From an optimization exercise on the open Yosys and OpenROAD flow, aimed at small area; shortcuts taken in it are not production practice. RTL that was checked went through simulation tests only; none was proved equivalent to the original. For run 1, only the layout was checked, not whether the RTL still works. No activity file was given, so power comes from the tool's default toggle rates.

==> design.v <==
module fb_vin_path (
    input  logic         rstn_i,
    input  logic         vin_clk_i,
    input  logic         vin_hsync_i,
    input  logic         vin_vsync_i,
    input  logic         vin_de_i,
    input  logic         vin_ce_i,
    input  logic [7:0]   vin_r_i,
    input  logic [7:0]   vin_g_i,
    input  logic [7:0]   vin_b_i,
    input  logic [9:0]   vin_width_i,
    input  logic [8:0]   vin_height_i,
    output logic         pack_wr_o,
    output logic [127:0] pack_data_o,
    output logic [9:0]   vin_buf_start_pixel_o,
    output logic [9:0]   vin_buf_start_word_o,
    output logic [8:0]   vin_buf_line_o,
    output logic         vin_buf_data_ready_o,
    output logic         vin_buf_data_flush_o,
    output logic [9:0]   vin_line_length_o,
    output logic [1:0]   vin_frame_slot_o
);
logic       hs1, vs1;
logic [5:0] pos;         
logic       bz;          
logic [8:0] line;        
wire hs_rise  = vin_hsync_i & ~hs1;
wire vs_rise  = vin_vsync_i & ~vs1;
wire acc      = vin_de_i & vin_ce_i;
wire pos_nz   = |pos;
wire burst    = acc & (pos == 6'd47);
wire fl_next  = hs_rise & pos_nz;
wire evt      = burst | fl_next;
wire [9:0] swc = bz ? 10'd0 : vin_buf_start_word_o + 10'd9;
wire [9:0] sw_next = evt ? swc : vin_buf_start_word_o;
logic [9:0] len9;
assign vin_line_length_o = len9 + 10'd9;
wire line_inc  = hs_rise & (pos_nz | (~bz & (vin_buf_start_word_o[5:0] != 6'd55)));
wire [5:0] sw6 = vin_buf_start_word_o[5:0];
wire [5:0] spo = sw6 + {sw6[4:0], 1'b0} + {sw6[2:0], 3'b000} + {sw6[0], 5'b00000};
assign vin_buf_start_pixel_o = {spo, 4'b0000};
always_ff @(posedge vin_clk_i or negedge rstn_i) begin
    if (!rstn_i) begin
        hs1 <= 1'b0;
        vs1 <= 1'b0;
        pos <= '0;
        bz <= 1'b1;
        line <= '0;
        vin_buf_start_word_o <= '0;
        vin_buf_line_o <= '0;
        vin_buf_data_ready_o <= 1'b0;
        vin_buf_data_flush_o <= 1'b0;
        len9 <= 10'h3f7;
        vin_frame_slot_o <= '0;
    end else begin
        hs1 <= vin_hsync_i;
        vs1 <= vin_vsync_i;
        vin_buf_data_ready_o <= burst;
        vin_buf_data_flush_o <= fl_next;
        if (hs_rise)
            pos <= '0;
        else if (acc)
            pos <= (pos == 6'd47) ? 6'd0 : pos + 6'd1;
        if (hs_rise)
            bz <= 1'b1;
        else if (burst)
            bz <= 1'b0;
        vin_buf_start_word_o <= sw_next;
        if (evt) begin
            vin_buf_line_o <= line;
        end
        if (vs_rise)
            line <= '0;
        else if (line_inc)
            line <= line + 9'd1;
        if (line_inc)
            len9 <= sw_next;
        if (vs_rise && (line == vin_height_i))
            vin_frame_slot_o <= (vin_frame_slot_o == 2'd3) ? 2'd1 : vin_frame_slot_o + 2'd1;
    end
end
logic        pw;         
logic [23:0] pix;        
logic [3:0]  align;      
logic        ovf;        
logic [15:0] ovf_data;   
logic        clr;        
wire flush_go = vin_buf_data_flush_o & (align != 4'd0);
logic [2:0] rsel;
always_comb begin
    case (align)
        4'd0, 4'd3, 4'd6, 4'd9, 4'd12, 4'd15: rsel = 3'b001;
        4'd1, 4'd4, 4'd7, 4'd10, 4'd13:       rsel = 3'b010;
        default:                              rsel = 3'b100;
    endcase
    rsel = rsel & {3{~clr}};
end
wire [23:0] lane = ({24{rsel[0]}} & pix)
                 | ({24{rsel[1]}} & {pix[15:0], pix[23:16]})
                 | ({24{rsel[2]}} & {pix[7:0], pix[23:8]});
always_ff @(posedge vin_clk_i or negedge rstn_i) begin
    if (!rstn_i) begin
        pw <= 1'b0;
        align <= '0;
        ovf <= 1'b0;
        pack_wr_o <= 1'b0;
        clr <= 1'b1;
    end else begin
        pw <= acc;
        align <= flush_go ? 4'd0 : (pw ? align + 4'd3 : align);
        ovf <= pw & (align > 4'd13);
        pack_wr_o <= (pw & (align >= 4'd13)) | flush_go;
        clr <= 1'b0;
    end
end
always_ff @(posedge vin_clk_i) begin
    pix <= {vin_r_i, vin_g_i, vin_b_i};
    ovf_data <= lane[23:8];
end
wire [3:0]  pos_lo = 4'b0001 << align[1:0];
wire [3:0]  pos_hi = (4'b0001 << align[3:2]) & {4{pw}};
wire [15:0] wpos;
genvar j;
generate
    for (j = 0; j < 16; j = j + 1) begin : g_pos
        assign wpos[j] = pos_lo[j % 4] & pos_hi[j / 4];
    end
    for (j = 0; j < 16; j = j + 1) begin : g_byte
        wire we = clr | wpos[j] | ((j >= 1) ? wpos[(j + 15) % 16] : 1'b0) | ((j >= 2) ? wpos[(j + 14) % 16] : 1'b0);
        if (j < 2) begin : g_wrap
            wire cp = ovf & (align > j);
            always_ff @(posedge vin_clk_i) begin
                if (cp)
                    pack_data_o[j*8 +: 8] <= ovf_data[j*8 +: 8];
                else if (we)
                    pack_data_o[j*8 +: 8] <= lane[(j%3)*8 +: 8];
            end
        end else begin : g_plain
            always_ff @(posedge vin_clk_i) begin
                if (we)
                    pack_data_o[j*8 +: 8] <= lane[(j%3)*8 +: 8];
            end
        end
    end
endgenerate
endmodule
==> flow/run.sh <==
#!/bin/bash
# The standard layout (standard.sh) with three changes:
#  - synthesis is synth_recipe.tcl unchanged except that ABC maps the logic
#    with flow/abc_area_map.script (area-oriented amap) instead of ORFS's
#    abc_area.script; registers are mapped before ABC, so they are the same;
#  - the port buffers use the smallest buffer cell;
#  - clock tree synthesis uses clkbuf_4 buffers on clusters of up to
#    10 registers within 40 um, without dummy loads.
# All of ORFS's output goes to standard.log in this folder.
set -o pipefail
HERE=$(pwd)
{
  head -n 1 synth_recipe.tcl
  cat <<'EOT'
proc abc {args} {
  set i [lsearch $args -script]
  if {$i >= 0} { set args [lreplace $args [expr {$i + 1}] [expr {$i + 1}] $::env(FLOW_ABC_SCRIPT)] }
  yosys abc {*}$args
}
EOT
  tail -n +2 synth_recipe.tcl
} > flow_synth.tcl
sed "s#SYNTH_SCRIPT=[^ ]*#SYNTH_SCRIPT=$HERE/flow_synth.tcl#" standard.sh > flow_standard.sh
export FLOW_ABC_SCRIPT="$HERE/flow/abc_area_map.script"
export BUFFER_PORTS_ARGS="-buffer_cell sky130_fd_sc_hd__buf_1"
export CTS_ARGS="-sink_clustering_enable -repair_clock_nets -dont_use_dummy_load -buf_list {sky130_fd_sc_hd__clkbuf_4} -sink_clustering_size 10 -sink_clustering_max_diameter 40"
bash flow_standard.sh > standard.log 2>&1
==> flow/abc_area_map.script <==
strash
dc2
dch -f
amap -m
topo
==> standard.sh <==
#!/bin/bash
# synth_recipe.tcl (not shown) runs the flow's synth.tcl, then flattens the netlist and writes it again
# the make line also repeats each setting of config.mk as NAME=value (left out here)
make -C /OpenROAD-flow-scripts/flow DESIGN_CONFIG=/design/flow/config.mk WORK_HOME=/design/flow/orfs CLKGATE_MAP_FILE= SYNTH_SCRIPT=/design/flow/synth_recipe.tcl "${@:-finish}"
==> config.mk <==
export PLATFORM = sky130hd
export DESIGN_NAME = fb_vin_path
export DESIGN_NICKNAME = fb_vin_path
export VERILOG_FILES = /design/flow/design.v
export SDC_FILE = /design/flow/constraint.sdc
export NUM_CORES = 4
export LEC_CHECK = 0
export ABC_AREA = 1
export CAP_MARGIN = 20
export CORE_MARGIN = 2
export CORE_UTILIZATION = 60
export PLACE_DENSITY = 0.75
export SLEW_MARGIN = 20
==> constraint.sdc <==
create_clock -name core_clock -period 8.0 [get_ports {vin_clk_i}]
set_input_delay 1.6000 -clock core_clock [delete_from_list [all_inputs] [get_ports {vin_clk_i}]]
set_output_delay 1.6000 -clock core_clock [all_outputs]
set_load 0.01 [all_outputs]
==> results of run 1 <==
power groups by stage:
| stage | Clock, mW | Sequential, mW | Combinational [mW] |
|---|---|---|---|
| finish | 0.486 | 1.85 | 0.860 |
| global route | 0.542 | 1.88 | 0.945 |
| CTS | 0.501 | 1.85 | 0.862 |
| detailed placement | 0 | 1.88 | 0.860 |
| global placement | 0 | 1.86 | 0.839 |
| floorplan | 0 | 2.01 | 0.319 |
how the worst min path moves through the flow:
stage | startpoint | end | slack (ns) | depth (start not counted)
finish | vin_buf_line_o[3] | vin_buf_line_o[3] | 0.49 | 2
global route | line[6] | line[7] | 0.53 | 1
CTS | vin_buf_line_o[3] | vin_buf_line_o[3] | 0.50 | 2
detailed placement | vin_buf_line_o[0] | vin_buf_line_o[0] | 0.48 | 2
global placement | vin_buf_line_o[2] | vin_buf_line_o[2] | 0.47 | 2
floorplan | pos[5] | pos[5] | 0.46 | 1
metal layers:
layer  wire [microns]  GRT usage  part of all wire
met1             7150      0.316              0.39
met2             9290      0.429              0.50
met3             1520     0.0370             0.083
met4              442     0.0783             0.024
met5                0          0                 0
state kept, by name (all words and copies together) (netlist names), 2 cells and up:
name / flops
vin_frame_slot_o: 2
align: 4
ovf_data: 16
pos: 6
vin_buf_start_word_o: 10
pack_data_o: 128
vin_buf_line_o: 9
len9: 10
line: 9
pix: 24
tightest hold or removal path, delay by kind of cell (launching register included):
family,cells,cell delay [ns]
AND/OR/NAND/NOR,1,0.05
AO/OA/AOI/OAI,1,0.06
flip-flops,1,0.35
final cells by class:
type / count / area (sq um) / share of cell area
Inverter: 78 / 293 / 0.0305
Clock buffer: 28 / 210 / 0.0219
Tap cell: 180 / 225 / 0.0235
Sequential cell: 227 / 6130 / 0.640
Timing Repair Buffer: 216 / 850 / 0.0886
Multi-Input combinational cell: 305 / 1880 / 0.196
Yosys cell counts (3+ instances only):
cell	instances	area, sq um
a31oi_1	5	31.3
nor2b_1	4	25.0
or2_0	6	37.5
dfxtp_1	40	801
o221a_1	3	33.8
clkinv_1	78	293
or3_1	4	25.0
a222oi_1	24	240
dfstp_2	11	289
a211oi_1	11	82.6
a22oi_1	4	30.0
dfrtp_1	48	1200
edfxtp_1	128	3840
buf_4	5	37.5
nor3_1	9	45.0
o21ai_0	58	290
a221oi_1	3	26.3
o22ai_1	9	56.3
nand3_1	6	30.0
fa_1	3	60.1
a21oi_1	20	100
ha_1	17	213
nor2_1	40	150
nand2_1	51	191
a311oi_1	5	43.8
cell families after synthesis:
family	after synthesis
and+or+nand+nor	126
xor gates and xnor gates	2
adders and majority gates	20
other	1
AOI/OAI and AO/OA	152
buffers and inverters	83
DFF	227
==> reports/summary.txt, run 1 <==
I/O Pins: 221
CTS Buf Count: 28
Fin crit share: 0.618
Mapped Area: 8330 sq um
Worst setup EP type: output pin
Sw Share: 0.337
Via count: 5860
Post-route cell area: 9590 sq um
Row cnt: 43
GP Congestion: 0.878
Yosys warns: 1
PwrDens: 333 nW/um^2
H-tree levels: 1
Total track usage: 0.245
Critical path class: reg2out
First DRT Iteration DRCs: 480
Commonest non-fill, non-tap cell in the layout: buf_1
Reg2reg setup slack: 4.59 ns
Simple-gate share of the synthesized area: 0.0654
Reg clk slew, reported paths: 0.10 ns
Register bit total from synthesis: 227
Hold violation count in the final report: 0
Critical path peak fanout: 6
Power, Total: 3.20 mW
Leakage: 3.55 nW
PostCTS Resize Cnt: 0
Comb pwr share: 0.269
Port Buffers: 206
DR vias/cell: 5.67
Routed wire per std cell: 17.8 microns
Cells along the critical path: clkinv_1, fa_1, clkinv_1, ha_1, fa_1, a21oi_1, xor2_1, nor2_1, a21oi_1, buf_1
Min cycle time layout: 4.94 ns
Post-synthesis sequential area ratio: 0.737
Sum Neg Setup Slack: 0 ns
Distinct cell type count after synthesis: 39
Largest net degree at the start of global routing: 60
Remaining antenna violation count: 0
Worst R2R Start: vin_buf_start_word_o[0]
Cell family with most CP delay: adder cells
Max Clock Skew: 0.0413 ns
Most frequent cells in the layout: buf_1, edfxtp_1, clkinv_1, o21ai_0, nand2_1
Adder-Cell Fraction of Synth Area: 0.0328
Layout Cells excl Fill: 1034
Final Setup Violations: 0
Final slew viol count: 0
Post-CTS Hold Fix Bufs: 0
Gate Count Post-Synth: 611
Worst-skew pair later-pin latency: 0.61 ns
R2R cell count: 11
Maxcap violations: 0
Outcome: complete, no violations
Psw: 1.08 mW
DRC: 0
Peak supply drop: 0.000141 V
Final Util: 0.699
R2r endpoint: line[8]
Largest family of logic cells by synthesized area: compound AO/OA/AOI/OAI gates
Pre-antenna DRT Iters: 12
Slowest cell delay on critical path: 0.55 ns
Post-synth ARST share: 0.260
Final hold slack: 0.493 ns
Total grt overflow: 0
WP depth: 10
Total Nets Final: 925
Die ar.: 14800 sq um
Layout area overhead: 15.2%
Crit path launch: vin_buf_start_word_o[1]
Fillers: 1008
Slowest cell on the critical path: fa_1
Layout cells sized above 1: 0.0585
CTS root buffer: clkbuf_4
Placed cell areas: 9380 sq um
First-pass GRT wire length: 27900 microns
RSZ-0062 raised after global routing: false
Ys flop type: edfxtp_1
Sequential power share: 0.579
Vias in the first global route: 5443
Clock tree buffer depth: 3
Diode count: 0
Routed WL: 18400 microns
Die height: 122 microns
Starting density of the core: 0.607
Critical Path End: vin_buf_start_pixel_o[9]
CTS tree: done
Clock network fraction of total power: 0.152
CTS sink cnt: 227
Post-CTS setup buffer count: 0
Pre-CTS setup slack: 3.68 ns
Max-slew headroom: 0.353
Power Internal: 2.12 mW
Post-DP HPWL: 13500 microns
Xor-xnor portion of the synthesized cell area: 0.00210
Mux contribution to synthesized area: 0
Setup ws final: 3.06 ns
EDFF count, synth: 128
Worst hold path class: reg2reg
Total core area: 13700 sq um
CP Launch Type: flip-flop
WP data required: 6.40 ns
Synth Area in Compound Gates: 0.123
Mean area per synthesized cell: 13.6 sq um
Max Freq: 0.202 GHz
Critical Path AT: 3.34 ns
Die Span X: 122 microns
Worst Tran Pin Value: 0.970 ns
Dpl cells: 1006
Worst path bufs/invs: 3
Initial antenna violation count: 0
==> run 2: changes to the inputs <==
--- a/design.v
+++ b/design.v
@@ -84,5 +84,5 @@
 logic [3:0]  align;      
-logic        ovf;        
 logic [15:0] ovf_data;   
 logic        clr;        
+wire ovf = pack_wr_o & (align[3:2] == 2'b00) & (align[1] ^ align[0]);
 wire flush_go = vin_buf_data_flush_o & (align != 4'd0);
@@ -104,3 +104,2 @@
         align <= '0;
-        ovf <= 1'b0;
         pack_wr_o <= 1'b0;
@@ -110,3 +109,2 @@
         align <= flush_go ? 4'd0 : (pw ? align + 4'd3 : align);
-        ovf <= pw & (align > 4'd13);
         pack_wr_o <= (pw & (align >= 4'd13)) | flush_go;
--- a/flow/run.sh
+++ b/flow/run.sh
@@ -7,3 +7,3 @@
 #  - clock tree synthesis uses clkbuf_4 buffers on clusters of up to
-#    10 registers within 40 um, without dummy loads.
+#    8 registers within 35 um, without dummy loads.
 # All of ORFS's output goes to standard.log in this folder.
@@ -25,3 +25,3 @@
 export BUFFER_PORTS_ARGS="-buffer_cell sky130_fd_sc_hd__buf_1"
-export CTS_ARGS="-sink_clustering_enable -repair_clock_nets -dont_use_dummy_load -buf_list {sky130_fd_sc_hd__clkbuf_4} -sink_clustering_size 10 -sink_clustering_max_diameter 40"
+export CTS_ARGS="-sink_clustering_enable -repair_clock_nets -dont_use_dummy_load -buf_list {sky130_fd_sc_hd__clkbuf_4} -sink_clustering_size 8 -sink_clustering_max_diameter 35"
 bash flow_standard.sh > standard.log 2>&1
==> run 2 against run 1 <==
Against the previous run: still clean; total power rose by 2.3%; critical path depth down 2; register-to-register slack gained 0.37 ns; worst hold slack lost 0.0076 ns; sequential cell count fell by 1; area after synthesis shrank 0.35%; first-iteration DRC count rose by 5.0%; sequential share of layout area fell by 0.52 points; sequential power about the same; clock skew increased by 0.0057 ns; critical path type unchanged; critical endpoint unchanged.
==> reports/summary.txt, run 2 <==
Max-slew headroom: 0.268 (-0.0852)
R2R cell count: 13 (+2)
CP Launch Type: flip-flop
Main area contributors after synthesis: edfxtp_1, dfrtp_1, dfxtp_1
WP data required: 6.40 ns (about the same)
Total track usage: 0.256 (+0.0117)
First DRT Iteration DRCs: 504 (+5.0%)
Largest Register: pack_data_o
Count leader, synth: edfxtp_1
Mean area per synthesized cell: 13.6 sq um (-0.18%)
Total Nets Final: 934 (+0.97%)
Placed cell areas: 9360 sq um (-0.23%)
Met2 routed WL: 8960 microns (-3.6%)
Row cnt: 42 (-2.3%)
First-pass GRT wire length: 28900 microns (+3.7%)
GP Congestion: 0.897 (+2.2%)
Final slew viol count: 0 (unchanged)
Register area: 6110 sq um (-0.41%)
Initial antenna violation count: 0 (unchanged)
Leakage: 3.60 nW (+1.2%)
Cell family with most CP delay: adder cells
Hold Path Stages: 2 (unchanged)
Distinct cell type count after synthesis: 41 (+5.1%)
Worst hold path class: reg2reg
Clock tree buffer depth: 3 (unchanged)
Max reg flops: 128 (unchanged)
Post-DP HPWL: 13200 microns (-1.9%)
Routed wire per std cell: 17.8 microns (-0.13%)
Most frequent cells in the layout: buf_1, edfxtp_1, clkinv_1, o21ai_0, nand2_1
Via count: 5877 (+0.29%)
Remaining antenna violation count: 0 (unchanged)
Setup ws final: 3.26 ns (+0.201 ns)
Clock network fraction of total power: 0.169 (+0.017)
Gate Count Post-Synth: 610 (-0.16%)
Reg clk slew, reported paths: 0.08 ns (-0.02 ns)
Worst setup EP type: output pin
Reg2reg setup slack: 4.96 ns (+0.37 ns)
Diode count: 0 (unchanged)
Final Util: 0.721 (+0.0224)
Post-synth ARST share: 0.257 (-0.00327)
DR vias/cell: 5.66 (about the same)
Worst Tran Pin Value: 1.09 ns (+0.124 ns)
Pre-CTS setup slack: 3.77 ns (+0.0840 ns)
Psw: 1.10 mW (+1.8%)
Slowest cell on the critical path: fa_1
Synth area leader: edfxtp_1
R2r endpoint: len9[8]
Starting density of the core: 0.622 (+0.0147)
Max Freq: 0.211 GHz (+4.2%)
Critical Path AT: 3.14 ns (-0.20 ns)
Slowest cell delay on critical path: 0.55 ns (about the same)
Comb pwr share: 0.267 (-0.002)
Hold violation count in the final report: 0 (unchanged)
Pre-antenna DRT Iters: 6 (-6)
Critical path peak fanout: 10 (+4)
Largest net degree at the start of global routing: 59 (-1.7%)
Mapped Area: 8300 sq um (-0.35%)
EDFF count, synth: 128 (unchanged)
Ys flop type: edfxtp_1
Hold Path Sink: vin_buf_line_o[8]
Sequential power share: 0.564 (-0.015)
Met3 WL: 1810 microns (+19%)
CTS sink cnt: 226 (-0.44%)
Commonest non-fill, non-tap cell in the layout: buf_1
Power Internal: 2.17 mW (+2.5%)
Post-synthesis sequential area ratio: 0.736 (about the same)
Layout area overhead: 16.0%
Yosys warns: 1 (unchanged)
CTS Buf Count: 36 (+29%)
Worst R2R Start: pos[0]
Worst path bufs/invs: 1 (-2)
Sw Share: 0.336 (-0.00158)
Die Span X: 122 microns (-0.17%)
Worst-skew pair later-pin latency: 0.60 ns (about the same)
Top cell type's share of synthesized area: 0.463 (+0.00160)
PwrDens: 340 nW/um^2 (+1.9%)
Outcome: complete, no violations
CTS tree: done
Cells along the critical path: fa_1, ha_1, ha_1, fa_1, a21oi_1, nor2_1, a21oi_1, buf_1
Min cycle time layout: 4.74 ns (-0.201 ns)
Sum Neg Setup Slack: 0 ns (unchanged)
Register bit total from synthesis: 226 (-0.44%)
Die ar.: 14800 sq um (-0.34%)
Max Clock Skew: 0.0470 ns (+0.00575 ns)
DRC: 0 (unchanged)
Worst Hold Launch: vin_buf_line_o[8]
Layout cells sized above 1: 0.0696 (+0.0111)
Post-CTS Hold Fix Bufs: 0 (unchanged)
Max layer used: met4
Total core area: 13300 sq um (-2.7%)
RSZ-0062 raised after global routing: false
Total grt overflow: 0 (unchanged)
PostCTS Resize Cnt: 0 (unchanged)
Fin crit share: 0.593 (-0.0251)
Vias in the first global route: 5762 (+5.9%)
Peak supply drop: 0.000130 V (-7.8%)
Post-CTS setup buffer count: 0 (unchanged)
Maxcap violations: 0 (unchanged)
H-tree levels: 2 (+1)
CTS root buffer: clkbuf_4
Critical path class: reg2out
I/O Pins: 221 (unchanged)
DRT met1 WL: 7200 microns (+0.67%)
Final Setup Violations: 0 (unchanged)
Multi-input logic area: 1890 sq um (+0.67%)
Top Registers: pack_data_o x128, pix x24, ovf_data x16
Fillers: 954 (-5.4%)
Port Buffers: 206 (unchanged)
Post-route cell area: 9630 sq um (+0.40%)
Routed WL: 18500 microns (+0.26%)
Die height: 122 microns (-0.17%)
Commonest cells in the netlist: edfxtp_1, clkinv_1, o21ai_0
==> run 2: changes by cell type in the layout (fill, tap and decap cells not counted), moves of 2 or more <==
| cell | previous run | this run |
|---|---|---|
| clkinv_1 | 78 | 75 |
| a21oi_1 | 20 | 28 |
| nor2_1 | 40 | 45 |
| o21ai_0 | 58 | 54 |
| clkbuf_4 | 28 | 36 |
| o21a_1 | 2 | 0 |
==> run 2: worst max-delay path by stage <==
stage	from	end	slack, ns	cells past startpoint
floorplan	vin_buf_start_word_o[1]	vin_buf_start_pixel_o[9]	4.07	8
global placement	vin_hsync_i	line[8]	3.87	14
detailed placement	vin_hsync_i	line[8]	3.77	14
CTS	vin_buf_start_word_o[0]	vin_buf_start_pixel_o[9]	3.21	8
global route	vin_buf_start_word_o[1]	vin_buf_start_pixel_o[9]	3.08	9
finish	vin_buf_start_word_o[0]	vin_buf_start_pixel_o[9]	3.26	8
==> run 2: cell families (layout without fill, tap and decap cells) <==
kind of cell / count (synthesis) / count (layout) / share of synthesized area
AND/OR/NAND/NOR: 128 / 128 / 0.0661
adder cells (fa/ha/maj): 21 / 21 / 0.0344
XOR/XNOR: 1 / 1 / 0.00106
AO/OA/AOI/OAI: 153 / 153 / 0.123
buffers and inverters: 80 / 328 / 0.0385
flip-flops: 226 / 226 / 0.736
other: 1 / 5 / 0.000452
==> run 2: area by class of cell <==
type,count,share of cell area
sequential,226,0.635
multi-input combinational,308,0.196
timing repair buffer,217,0.0890
inverter,75,0.0292
clock buffer,36,0.0281
tap,176,0.0229
==> run 2: metal layers <==
metal	up-vias	GRT usage
met2	291	0.424
met3	40	0.0712
li1	2746	-
met1	2800	0.321
met5	-	0
met4	0	0.110
==> run 2: through the flow <==
step	hold WS, ns	total power, mW	std cells
after floorplan	0.463	2.35	614
after global routing	0.506	3.47	1038
final	0.485	3.27	1038
after detailed placement	0.468	2.75	1002
after global placement	0.463	2.71	1002
after CTS	0.487	3.30	1038
==> run 2: power by group through the flow <==
stage                     Clock, mW  Sequential [mW]  Combinational, mW
after floorplan                   0             2.02              0.328
after global placement            0             1.85              0.855
after detailed placement          0             1.87              0.878
after CTS                     0.572             1.85              0.879
after global routing          0.622             1.88              0.965
final                         0.554             1.84              0.872
==> run 2: worst min-delay path, delay by kind of cell (launching register included) <==
| family | cells | cell delay [ns] |
|---|---|---|
| flip-flops | 1 | 0.34 |
| AO/OA/AOI/OAI | 1 | 0.06 |
| AND/OR/NAND/NOR | 1 | 0.05 |
==> run 3: changes to the inputs <==
==> flow/run.sh (replaced) <==
#!/bin/bash
# The standard layout (standard.sh) with three changes:
#  - synthesis is synth_recipe.tcl unchanged except that adders are left to
#    ABC instead of being mapped to the platform's adder cells first
#    (ADDER_MAP_FILE empty), ABC maps the logic with
#    flow/abc_area_map.script (area-oriented amap) instead of ORFS's
#    abc_area.script, and ABC does not use the weak _0 cells that have the
#    same area as their _1 versions; registers are mapped before ABC, so
#    they are the same;
#  - the port buffers use the smallest buffer cell;
#  - clock tree synthesis uses clkbuf_8 leaf buffers on clusters of up to
#    15 registers, without dummy loads.
# All of ORFS's output goes to standard.log in this folder.
set -o pipefail
HERE=$(pwd)
{
  head -n 1 synth_recipe.tcl
  cat <<'EOT'
proc abc {args} {
  set i [lsearch $args -script]
  if {$i >= 0} { set args [lreplace $args [expr {$i + 1}] [expr {$i + 1}] $::env(FLOW_ABC_SCRIPT)] }
  foreach c {o21ai_0 a21boi_0 and2_0 or2_0 o311ai_0} { lappend args -dont_use sky130_fd_sc_hd__$c }
  yosys abc {*}$args
}
EOT
  tail -n +2 synth_recipe.tcl
} > flow_synth.tcl
sed "s#SYNTH_SCRIPT=[^ ]*#SYNTH_SCRIPT=$HERE/flow_synth.tcl ADDER_MAP_FILE=#" standard.sh > flow_standard.sh
export FLOW_ABC_SCRIPT="$HERE/flow/abc_area_map.script"
export BUFFER_PORTS_ARGS="-buffer_cell sky130_fd_sc_hd__buf_1"
export CTS_ARGS="-sink_clustering_enable -repair_clock_nets -dont_use_dummy_load -buf_list {sky130_fd_sc_hd__clkbuf_8} -sink_clustering_size 15 -sink_clustering_max_diameter 60"
bash flow_standard.sh > standard.log 2>&1
==> flow/abc_area_map.script (replaced) <==
strash
dc2
dc2
dch -f
amap -m -F 10 -A 10
topo
==> run 3 against run 2 <==
Against the previous run: critical path depth up 10; highest routed layer unchanged; final cell count down 3.9%; cell area down 3.1%; still clean on timing, DRC and antenna; first-iteration DRC count up 30%; via count down 3.3%; area after synthesis down 3.0%; utilization down 1.4 points; global-route usage down 0.61 points; worst hold slack better by 0.0080 ns.
==> reports/summary.txt, run 3 <==
PwrDens: 378 nW/um^2 (+11%)
Mapped Area: 8050 sq um (-3.0%)
Peak supply drop: 0.000243 V (+88%)
Maxcap violations: 0 (unchanged)
Power, Total: 3.52 mW (+7.7%)
EDFF count, synth: 128 (unchanged)
CTS Buf Count: 19 (-47%)
GRT Max-Usage Layer: met2
Worst path bufs/invs: 7 (+6)
Final Setup Violations: 0 (unchanged)
Worst setup EP type: flip-flop
Outcome: complete, no violations
Post-synth ARST share: 0.257 (unchanged)
Cells along the critical path: buf_1, nor2b_1, clkinv_1, a31oi_1, a31oi_1, buf_4, nor2_1, clkinv_1, nor2_1, clkinv_1, nor4_1, clkinv_1, nor2_1, clkinv_1, nor3_1, nor2_1, a21oi_1, nor2_1
Max-slew headroom: 0.348 (+0.0796)
CTS sink cnt: 226 (unchanged)
Via count: 5683 (-3.3%)
Synth area leader: edfxtp_1
Total grt overflow: 0 (unchanged)
Register bit total from synthesis: 226 (unchanged)
Vias in the first global route: 5423 (-5.9%)
Cell family with most CP delay: simple AND/OR/NAND/NOR gates
Pre-antenna DRT Iters: 6 (unchanged)
Sum Neg Setup Slack: 0 ns (unchanged)
Worst Tran Pin Value: 0.972 ns (-0.122 ns)
Fin crit share: 0.552 (-0.0412)
Final slew viol count: 0 (unchanged)
WP data required: 8.36 ns (+1.96 ns)
CTS tree: done
Main area contributors after synthesis: edfxtp_1, dfrtp_1, dfxtp_1
Distinct cell type count after synthesis: 43 (+4.9%)
Max Freq: 0.227 GHz (+7.5%)
H-tree levels: 1 (-1)
Die Span X: 120 microns (-1.5%)
I/O Pins: 221 (unchanged)
Post-DP HPWL: 12700 microns (-3.9%)
Slowest cell on the critical path: nor2b_1
Remaining antenna violation count: 0 (unchanged)
Reg clk slew, reported paths: 0.08 ns (about the same)
Total core area: 13200 sq um (-1.2%)
Commonest non-fill, non-tap cell in the layout: buf_1
First DRT Iteration DRCs: 653 (+30%)
Critical path peak fanout: 15 (+5)
Initial antenna violation count: 0 (unchanged)
M1 GR Usage: 0.321 (+0.000436)
Commonest cells in the netlist: edfxtp_1, nor2_1, clkinv_1
Worst-skew pair later-pin latency: 0.50 ns (-0.10 ns)
PostCTS Resize Cnt: 0 (unchanged)
Max Clock Skew: 0.0494 ns (+0.00240 ns)
Most frequent cells in the layout: buf_1, edfxtp_1, nor2_1, clkinv_1, dfrtp_1
Post-synthesis sequential area ratio: 0.759 (+0.0228)
Top Registers: pack_data_o x128, pix x24, ovf_data x16
Layout cells sized above 1: 0.0463 (-0.0233)
RSZ-0062 raised after global routing: false
Mean area per synthesized cell: 13.6 sq um (+0.29%)
Diode count: 0 (unchanged)
Post-CTS Hold Fix Bufs: 0 (unchanged)
Final hold slack: 0.493 ns (+0.00799 ns)
Slowest cell delay on critical path: 0.51 ns (-0.04 ns)
DRC: 0 (unchanged)
Post-CTS setup buffer count: 0 (unchanged)
DR vias/cell: 5.70 (+0.68%)
CP Launch Type: input port
Total Nets Final: 872 (-6.6%)
Ys flop type: edfxtp_1
Routed wire per std cell: 17.8 microns (about the same)
Global Route met3 Usage: 0.0542 (-0.0170)
GP Congestion: 0.961 (+7.1%)
Row cnt: 42 (unchanged)
Die ar.: 14400 sq um (-2.9%)
Die height: 120 microns (-1.5%)
Critical Path AT: 4.77 ns (+1.63 ns)
Layout area overhead: 15.9% (about the same)
Max reg flops: 128 (unchanged)
Critical path class: in2reg
Routed WL: 17700 microns (-3.9%)
Total track usage: 0.250 (-0.00605)
Yosys warns: 1 (unchanged)
Worst hold path class: reg2reg
Top cell type's share of synthesized area: 0.478 (+0.0143)
Largest Register: pack_data_o
First-pass GRT wire length: 28000 microns (-3.1%)
Min cycle time layout: 4.41 ns (-0.329 ns)
Port Buffers: 206 (unchanged)
Clock tree buffer depth: 3 (unchanged)
Global Route met2 Usage: 0.429 (+0.00477)
Leakage: 3.44 nW (-4.2%)
Gate Count Post-Synth: 590 (-3.3%)
CTS root buffer: clkbuf_8
Starting density of the core: 0.610 (-0.0114)
Count leader, synth: edfxtp_1
Hold violation count in the final report: 0 (unchanged)
Largest net degree at the start of global routing: 59 (unchanged)
-- run 3: cell count changes in the layout (fill, tap and decap cells not counted), sizes merged, moves of 7 or more --
cell | previous run | this run
a21oi | 28 | 44
clkbuf | 37 | 20
ha | 18 | 0
nand2 | 50 | 19
nor2 | 45 | 84
o21ai | 54 | 34
o22a | 2 | 9
-- run 3: final timing paths --
kind | startpoint | end | slack (ns) | cells past startpoint
worst max-delay path | vin_hsync_i | line[8] | 3.59 | 18
worst min-delay path | len9[0] | len9[0] | 0.49 | 2
worst max register to register | hs1 | line[8] | 4.45 | 17
worst min register to register | len9[0] | len9[0] | 0.49 | 2
max in group asynchronous | rstn_i | vin_buf_start_word_o[2] | 6.26 | 2
min in group asynchronous | rstn_i | line[4] | 1.23 | 2
-- run 3: worst register-to-register path, stage by stage (launching register included) --
cell and delay (ns):
dfrtp_1 0.36, nor2b_1 0.48, clkinv_1 0.19, a31oi_1 0.26, a31oi_1 0.07, buf_4 0.22, nor2_1 0.14, clkinv_1 0.10
nor2_1 0.13, clkinv_1 0.11, nor4_1 0.32, clkinv_1 0.15, nor2_1 0.20, clkinv_1 0.13, nor3_1 0.30, nor2_1 0.07
a21oi_1 0.13, nor2_1 0.05
-- run 3: logic make-up (layout without fill, tap and decap cells) --
group | after synthesis | in the layout | share of synthesized area
AOI/OAI and AO/OA | 155 | 155 | 0.132
xor gates and xnor gates | 1 | 1 | 0.00109
buffers and inverters | 74 | 301 | 0.0368
DFF | 226 | 226 | 0.759
other | 1 | 5 | 0.000466
and+or+nand+nor | 133 | 133 | 0.0706
-- run 3: through the flow --
step                      cell area [sq um]  utilization  setup WS, ns  std cells
after global routing                   9330        0.707          3.15        997
after floorplan                        8060            -          3.63        594
after global placement                 9060        0.687          3.27        976
after detailed placement               9060        0.687          3.09        976
after CTS                              9320        0.707          3.61        995
final                                  9330        0.707          3.59        997
-- run 3: final cells by class --
| type | instances | area [sq um] |
|---|---|---|
| well taps | 176 | 220 |
| multi-input cells | 294 | 1660 |
| clock buffers | 19 | 262 |
| flip-flops and latches | 226 | 6110 |
| repair buffers | 213 | 822 |
| inverters | 69 | 259 |
| fillers | 949 | 3860 |
-- run 3: power breakdown --
part / internal, mW / switching (mW) / leakage [nW]
Clock: 0.213 / 0.324 / 0.137
Combinational: 0.325 / 0.753 / 0.940
Sequential: 1.75 / 0.154 / 2.37
-- run 3: layer usage --
metal	share of wire	vias up
met1	0.38	2702
met3	0.090	27
met2	0.51	306
met5	0	-
met4	0.019	0
li1	-	2648
==> run 4: changes to the inputs <==
--- a/design.v
+++ b/design.v
@@ -126,3 +126,4 @@
     for (j = 0; j < 16; j = j + 1) begin : g_byte
-        wire we = clr | wpos[j] | ((j >= 1) ? wpos[(j + 15) % 16] : 1'b0) | ((j >= 2) ? wpos[(j + 14) % 16] : 1'b0);
+        wire we = clr | wpos[j] | ((j >= 1) ? wpos[(j + 15) % 16] : 1'b0)
+                      | ((j >= 2) ? wpos[(j + 14) % 16] : 1'b0);
         if (j < 2) begin : g_wrap
==> run 4 against run 3 <==
Against the previous run: register-to-register slack barely moved; critical path depth did not move; utilization did not move; sequential cell count did not move; clock skew did not move; routed wire length did not move; sequential power barely moved.
==> reports/summary.txt, run 4 <==
Main area contributors after synthesis: edfxtp_1, dfrtp_1, dfxtp_1
Top cell type's share of synthesized area: 0.478 (unchanged)
Hold Path Sink: len9[0]
Fillers: 949 (unchanged)
R2r endpoint: line[8]
Post-synthesis sequential area ratio: 0.759 (unchanged)
Post-CTS Hold Fix Bufs: 0 (unchanged)
Sum Neg Setup Slack: 0 ns (unchanged)
Max Freq: 0.227 GHz (unchanged)
Commonest cells in the netlist: edfxtp_1, nor2_1, clkinv_1
Reg2reg setup slack: 4.45 ns (about the same)
Initial antenna violation count: 0 (unchanged)
Critical path class: in2reg
CTS root buffer: clkbuf_8
Commonest non-fill, non-tap cell in the layout: buf_1
RSZ-0062 raised after global routing: false
CTS Buf Count: 19 (unchanged)
Die Span X: 120 microns (unchanged)
I/O Pins: 221 (unchanged)
Worst hold path class: reg2reg
CTS sink cnt: 226 (unchanged)
Row cnt: 42 (unchanged)
Max-slew headroom: 0.348 (unchanged)
Maxcap violations: 0 (unchanged)
Post-synth ARST share: 0.257 (unchanged)
Critical Path AT: 4.77 ns (about the same)
Min cycle time layout: 4.41 ns (unchanged)
Die height: 120 microns (unchanged)
Worst R2R Start: hs1
Post-DP HPWL: 12700 microns (unchanged)
H-tree levels: 1 (unchanged)
Cell family with most CP delay: simple AND/OR/NAND/NOR gates
Worst path bufs/invs: 7 (unchanged)
Total grt overflow: 0 (unchanged)
Max reg flops: 128 (unchanged)
CTS tree: done
Layout cells sized above 1: 0.0463 (unchanged)
Final slew viol count: 0 (unchanged)
Pre-antenna DRT Iters: 6 (unchanged)
Remaining antenna violation count: 0 (unchanged)
Layout area overhead: 15.9% (unchanged)
Register bit total from synthesis: 226 (unchanged)
Final hold slack: 0.493 ns (unchanged)
Mapped Area: 8050 sq um (unchanged)
Top Registers: pack_data_o x128, pix x24, ovf_data x16
Final Util: 0.707 (unchanged)
PostCTS Resize Cnt: 0 (unchanged)
Total track usage: 0.250 (unchanged)
Critical path peak fanout: 15 (unchanged)
Worst Hold Launch: len9[0]
CP Launch Type: input port
Gate Count Post-Synth: 590 (unchanged)
Routed WL: 17700 microns (unchanged)
Reg clk slew, reported paths: 0.08 ns (about the same)
Final Setup Violations: 0 (unchanged)
Largest net degree at the start of global routing: 59 (unchanged)
Vias in the first global route: 5423 (unchanged)
Leakage: 3.44 nW (unchanged)
Via count: 5683 (unchanged)
Synth area leader: edfxtp_1
Power, Total: 3.52 mW (unchanged)
Yosys warns: 1 (unchanged)
Hold violation count in the final report: 0 (unchanged)
Routed wire per std cell: 17.8 microns (unchanged)
GP Congestion: 0.961 (unchanged)
EDFF count, synth: 128 (unchanged)
Largest Register: pack_data_o
WP data required: 8.36 ns (about the same)
Post-route cell area: 9330 sq um (unchanged)
Placed cell areas: 9060 sq um (unchanged)
Hold Path Stages: 2 (unchanged)
Total Nets Final: 872 (unchanged)
Total core area: 13200 sq um (unchanged)
First DRT Iteration DRCs: 653 (unchanged)
R2R cell count: 17 (unchanged)
Peak supply drop: 0.000243 V (unchanged)
Slowest cell on the critical path: nor2b_1
Most frequent cells in the layout: buf_1, edfxtp_1, nor2_1, clkinv_1, dfrtp_1
Fin crit share: 0.552 (unchanged)
First-pass GRT wire length: 28000 microns (unchanged)
Diode count: 0 (unchanged)
Starting density of the core: 0.610 (unchanged)
Mean area per synthesized cell: 13.6 sq um (unchanged)
Port Buffers: 206 (unchanged)
Worst-skew pair later-pin latency: 0.50 ns (about the same)
Count leader, synth: edfxtp_1
Ys flop type: edfxtp_1
Cells along the critical path: buf_1, nor2b_1, clkinv_1, a31oi_1, a31oi_1, buf_4, nor2_1, clkinv_1, nor2_1, clkinv_1, nor4_1, clkinv_1, nor2_1, clkinv_1, nor3_1, nor2_1, a21oi_1, nor2_1
Slowest cell delay on critical path: 0.51 ns (about the same)
DRC: 0 (unchanged)
Worst setup EP type: flip-flop
Clock tree buffer depth: 3 (unchanged)
DR vias/cell: 5.70 (unchanged)
Die ar.: 14400 sq um (unchanged)
PwrDens: 378 nW/um^2 (unchanged)
Worst Tran Pin Value: 0.972 ns (unchanged)
Distinct cell type count after synthesis: 43 (unchanged)
Post-CTS setup buffer count: 0 (unchanged)
Outcome: complete, no violations
Max Clock Skew: 0.0494 ns (unchanged)
==> run 4: cell counts after synthesis <==
No cell type changed its count.
==> run 4: power breakdown <==
part           leakage [nW]  internal (mW)  switching [mW]  total [mW]
Clock                 0.137          0.213           0.324       0.537
Combinational         0.940          0.325           0.753        1.08
Sequential             2.37           1.75           0.154        1.91
Total                  3.44           2.29            1.23        3.52
==> run 4: final cells by class <==
type | instances | area [sq um] | area share
sequential | 226 | 6110 | 0.655
tap | 176 | 220 | 0.0236
clock buffer | 19 | 262 | 0.0280
timing repair buffer | 213 | 822 | 0.0881
multi-input combinational | 294 | 1660 | 0.178
inverter | 69 | 259 | 0.0278
==> run 4: tightest hold or removal path: stages (launching register included) <==
cell	delay [ns]
dfstp_2	0.38
clkinv_1	0.06
a21oi_1	0.06
==> run 4: stage by stage <==
stage                     setup WS (ns)  std cells
after floorplan                    3.63        594
after global placement             3.27        976
after detailed placement           3.09        976
after CTS                          3.61        995
after global routing               3.15        997
final                              3.59        997
==> run 4: per-layer routing <==
metal / wire, microns / global-route usage
met1: 6780 / 0.321
met3: 1600 / 0.0542
met4: 339 / 0.0809
met5: 0 / 0
met2: 9020 / 0.429
==> run 4: worst max path at each step <==
stage	start	endpoint	slack [ns]	depth (start not counted)
after floorplan	vin_hsync_i	line[8]	3.63	16
after global placement	vin_hsync_i	line[8]	3.27	18
after detailed placement	vin_hsync_i	line[8]	3.09	18
after CTS	vin_hsync_i	line[8]	3.61	18
after global routing	vin_hsync_i	line[8]	3.15	18
final	vin_hsync_i	line[8]	3.59	18
==> run 4: cells by family (layout without fill, tap and decap cells) <==
family	Yosys count	count (layout)	synth area share
AO/OA/AOI/OAI	155	155	0.132
other	1	5	0.000466
buffers and inverters	74	301	0.0368
AND/OR/NAND/NOR	133	133	0.0706
XOR/XNOR	1	1	0.00109
flip-flops	226	226	0.759
==> run 5: changes to the inputs <==
--- a/design.v
+++ b/design.v
@@ -25,3 +25,3 @@
 logic       bz;          
-logic [8:0] line;        
+logic [1:0] lmode;       
 wire hs_rise  = vin_hsync_i & ~hs1;
@@ -38,2 +38,3 @@
 wire line_inc  = hs_rise & (pos_nz | (~bz & (vin_buf_start_word_o[5:0] != 6'd55)));
+wire [8:0] line = (lmode[1] ? 9'd0 : vin_buf_line_o) + {8'd0, lmode[0]};
 wire [5:0] sw6 = vin_buf_start_word_o[5:0];
@@ -47,3 +48,3 @@
         bz <= 1'b1;
-        line <= '0;
+        lmode <= 2'b00;
         vin_buf_start_word_o <= '0;
@@ -72,5 +73,7 @@
         if (vs_rise)
-            line <= '0;
+            lmode <= 2'b10;
         else if (line_inc)
-            line <= line + 9'd1;
+            lmode <= (evt | ~lmode[1]) ? 2'b01 : 2'b11;
+        else if (evt)
+            lmode <= 2'b00;
         if (line_inc)
==> run 5 against run 4 <==
Against the previous run: routed wire length shrank 0.22%; non-clock buffer count decreased by 2; sequential power fell by 3%; worst hold slack gained 0.0051 ns; combinational power is 8% lower; count of clock-buffer cells in the layout is 1 lower; sequential share of layout area is 0.58 points lower; first-iteration DRC count is 13% higher; largest power group unchanged; highest routed layer unchanged.
==> reports/summary.txt, run 5 <==
Outcome: complete, no violations
First-pass GRT wire length: 26800 microns (-4.5%)
Worst Hold Launch: len9[0]
Port Buffers: 206 (unchanged)
Power, Total: 3.36 mW (-4.7%)
Register bit total from synthesis: 219 (-3.1%)
Synth area leader: edfxtp_1
Layout Cells excl Fill: 983 (-1.4%)
RSZ-0062 raised after global routing: false
Register area: 5930 sq um (-2.9%)
CTS root buffer: clkbuf_8
Final Setup Violations: 0 (unchanged)
Largest Register: pack_data_o
EDFF count, synth: 128 (unchanged)
Initial antenna violation count: 0 (unchanged)
Max Clock Skew: 0.0352 ns (-0.0142 ns)
PwrDens: 367 nW/um^2 (-2.8%)
Clock tree buffer depth: 3 (unchanged)
Count leader, synth: edfxtp_1
Pre-antenna DRT Iters: 9 (+3)
Largest net degree at the start of global routing: 52 (-12%)
Commonest non-fill, non-tap cell in the layout: buf_1
Top Registers: pack_data_o x128, pix x24, ovf_data x16
Total core area: 12700 sq um (-3.5%)
Max Freq: 0.231 GHz (+2.1%)
Row cnt: 41 (-2.4%)
Maxcap violations: 0 (unchanged)
Dpl cells: 965 (-1.1%)
Hold Path Stages: 2 (unchanged)
CTS Buf Count: 18 (-1)
Total track usage: 0.243 (-0.00714)
Gate Count Post-Synth: 583 (-1.2%)
Ys flop type: edfxtp_1
Critical Path AT: 2.72 ns (-2.05 ns)
CP Launch Type: flip-flop
Reg clk slew, reported paths: 0.07 ns (about the same)
Hold violation count in the final report: 0 (unchanged)
Max-slew headroom: 0.249 (-0.0989)
Mapped Area: 7890 sq um (-2.0%)
R2R cell count: 13 (-4)
Post-DP HPWL: 12500 microns (-1.9%)
Max reg flops: 128 (unchanged)
Total grt overflow: 0 (unchanged)
Fin crit share: 0.540 (-0.0112)
Leakage: 3.36 nW (-2.5%)
Critical path class: reg2out
Peak supply drop: 0.000156 V (-36%)
Mean area per synthesized cell: 13.5 sq um (-0.83%)
Vias in the first global route: 5235 (-3.5%)
Worst Tran Pin Value: 1.13 ns (+0.155 ns)
Hold Path Sink: len9[0]
Post-synthesis sequential area ratio: 0.752 (-0.00667)
Worst R2R Start: hs1
First DRT Iteration DRCs: 739 (+13%)
Die ar.: 14100 sq um (-1.9%)
Via count: 5595 (-1.5%)
Post-CTS Hold Fix Bufs: 0 (unchanged)
Die height: 119 microns (-0.98%)
R2r endpoint: len9[9]
Routed WL: 17700 microns (-0.22%)
Layout cells sized above 1: 0.0444 (-0.00190)
Post-CTS setup buffer count: 0 (unchanged)
Routed wire per std cell: 18.0 microns (+1.2%)
Critical path peak fanout: 7 (-8)
Distinct cell type count after synthesis: 40 (-7.0%)
Multi-input logic area: 1680 sq um (+1.5%)
Min cycle time layout: 4.32 ns (-0.0897 ns)
Worst setup EP type: output pin
Post-synth ARST share: 0.233 (-0.0238)
Fillers: 896 (-5.6%)
Commonest cells in the netlist: edfxtp_1, nor2_1, clkinv_1
Yosys warns: 1 (unchanged)
Final slew viol count: 0 (unchanged)
Diode count: 0 (unchanged)
Worst-skew pair later-pin latency: 0.48 ns (-0.02 ns)
Die Span X: 119 microns (-0.98%)
Main area contributors after synthesis: edfxtp_1, dfrtp_1, dfxtp_1
PostCTS Resize Cnt: 0 (unchanged)
Top cell type's share of synthesized area: 0.487 (+0.00978)
Starting density of the core: 0.620 (+0.00976)
DRC: 0 (unchanged)
Worst hold path class: reg2reg
Remaining antenna violation count: 0 (unchanged)
CTS sink cnt: 219 (-3.1%)
Most frequent cells in the layout: buf_1, edfxtp_1, nor2_1, clkinv_1
I/O Pins: 221 (unchanged)
GP Congestion: 0.909 (-5.4%)
Reg2reg setup slack: 4.67 ns (+0.22 ns)
WP data required: 6.40 ns (-1.96 ns)
DR vias/cell: 5.69 (-0.15%)
Sum Neg Setup Slack: 0 ns (unchanged)
CTS tree: done
H-tree levels: 1 (unchanged)
Layout area overhead: 15.9% (about the same)
Total Nets Final: 862 (-1.1%)
==> run 5: cell type report <==
| cell class | count | area share |
|---|---|---|
| flip-flops and latches | 219 | 0.649 |
| well taps | 172 | 0.0235 |
| inverters | 67 | 0.0275 |
| multi-input cells | 296 | 0.184 |
| repair buffers | 211 | 0.0888 |
| clock buffers | 18 | 0.0271 |
==> run 5: kinds of logic after synthesis <==
kind of cell    Yosys count  share of synthesized area
other cells               1                   0.000476
compound gates          157                      0.138
simple gates            132                     0.0706
buf+inv                  72                     0.0366
flops                   219                      0.752
xor+xnor                  2                    0.00222
==> run 5: how the worst max path moves through the flow <==
stage,start,endpoint,slack [ns]
finish,vin_buf_start_word_o[2],vin_buf_start_pixel_o[9],3.68
floorplan,vin_de_i,len9[9],3.85
CTS,vin_buf_start_word_o[2],vin_buf_start_pixel_o[9],3.72
global placement,vin_hsync_i,len9[9],3.35
global route,vin_buf_start_word_o[0],vin_buf_start_pixel_o[9],3.43
detailed placement,vin_hsync_i,len9[9],3.27
==> run 5: through the flow <==
step	worst slack [ns]	cell area [sq um]	util	hold WS [ns]
2_1_floorplan	3.85	7900	-	0.448
3_3_place_gp	3.35	8890	0.699	0.478
3_5_place_dp	3.27	8890	0.699	0.484
4_1_cts	3.72	9140	0.718	0.507
5_1_grt	3.43	9140	0.719	0.534
6_report	3.68	9140	0.719	0.498
==> run 5: power breakdown <==
| group | switching, mW | internal (mW) |
|---|---|---|
| Combinational | 0.699 | 0.296 |
| Sequential | 0.151 | 1.70 |
| Clock | 0.311 | 0.203 |
==> run 5: worst max-delay path, cell delays in order, from the launching register on <==
cell and delay [ns]:
dfrtp_1 0.43, clkinv_1 0.21, o22ai_1 0.37, clkinv_1 0.20, a22oi_1 0.27, nand2_1 0.14
o21ai_1 0.22, o22ai_1 0.11, xor2_1 0.16, buf_1 0.17
==> run 5: metal layers <==
| layer | share of wire | global-route usage | wire length [microns] | up-vias |
|---|---|---|---|---|
| li1 | - | - | - | 2609 |
| met1 | 0.41 | 0.313 | 7180 | 2650 |
| met2 | 0.49 | 0.416 | 8670 | 293 |
| met3 | 0.073 | 0.0396 | 1280 | 43 |
| met4 | 0.032 | 0.0945 | 559 | 0 |
| met5 | 0 | 0 | 0 | - |

## port drivers added, routing unchanged
No port has a modelled driver above. Below, the same layouts with a new extraction and two added sets of constraints. Step 1, drivers: a clkbuf_16 drives vin_clk_i and a buf_2 each remaining input, both assumed. Step 2 also shifts input and output timing later by t, the mid clock arrival at the registers, as if the neighbouring blocks saw the same clock. a / b / c = no drivers / after step 1 / after step 2; a / b = the first two.
| run | shift t [ns] | slack for setup (ns) | hold WS [ns] | worst data-port slew with drivers (ns) | pins driven straight from the clock port |
|---|---|---|---|---|---|
| run 1 | 0.631 | 3.058 / 3.023 / 3.654 | 0.493 / 0.493 / 0.493 | 0.07 | 1 |
| run 2 | 0.613 | 3.258 / 3.225 / 3.805 | 0.485 / 0.485 / 0.485 | 0.06 | 1 |
| run 3 | 0.520 | 3.588 / 3.605 / 3.086 | 0.493 / 0.493 / 0.493 | 0.04 | 1 |
| run 4 | 0.520 | 3.588 / 3.605 / 3.086 | 0.493 / 0.493 / 0.493 | 0.04 | 1 |
| run 5 | 0.499 | 3.677 / 3.641 / 3.278 | 0.498 / 0.498 / 0.498 | 0.06 | 1 |
After both steps setup and hold are still met in every run listed.
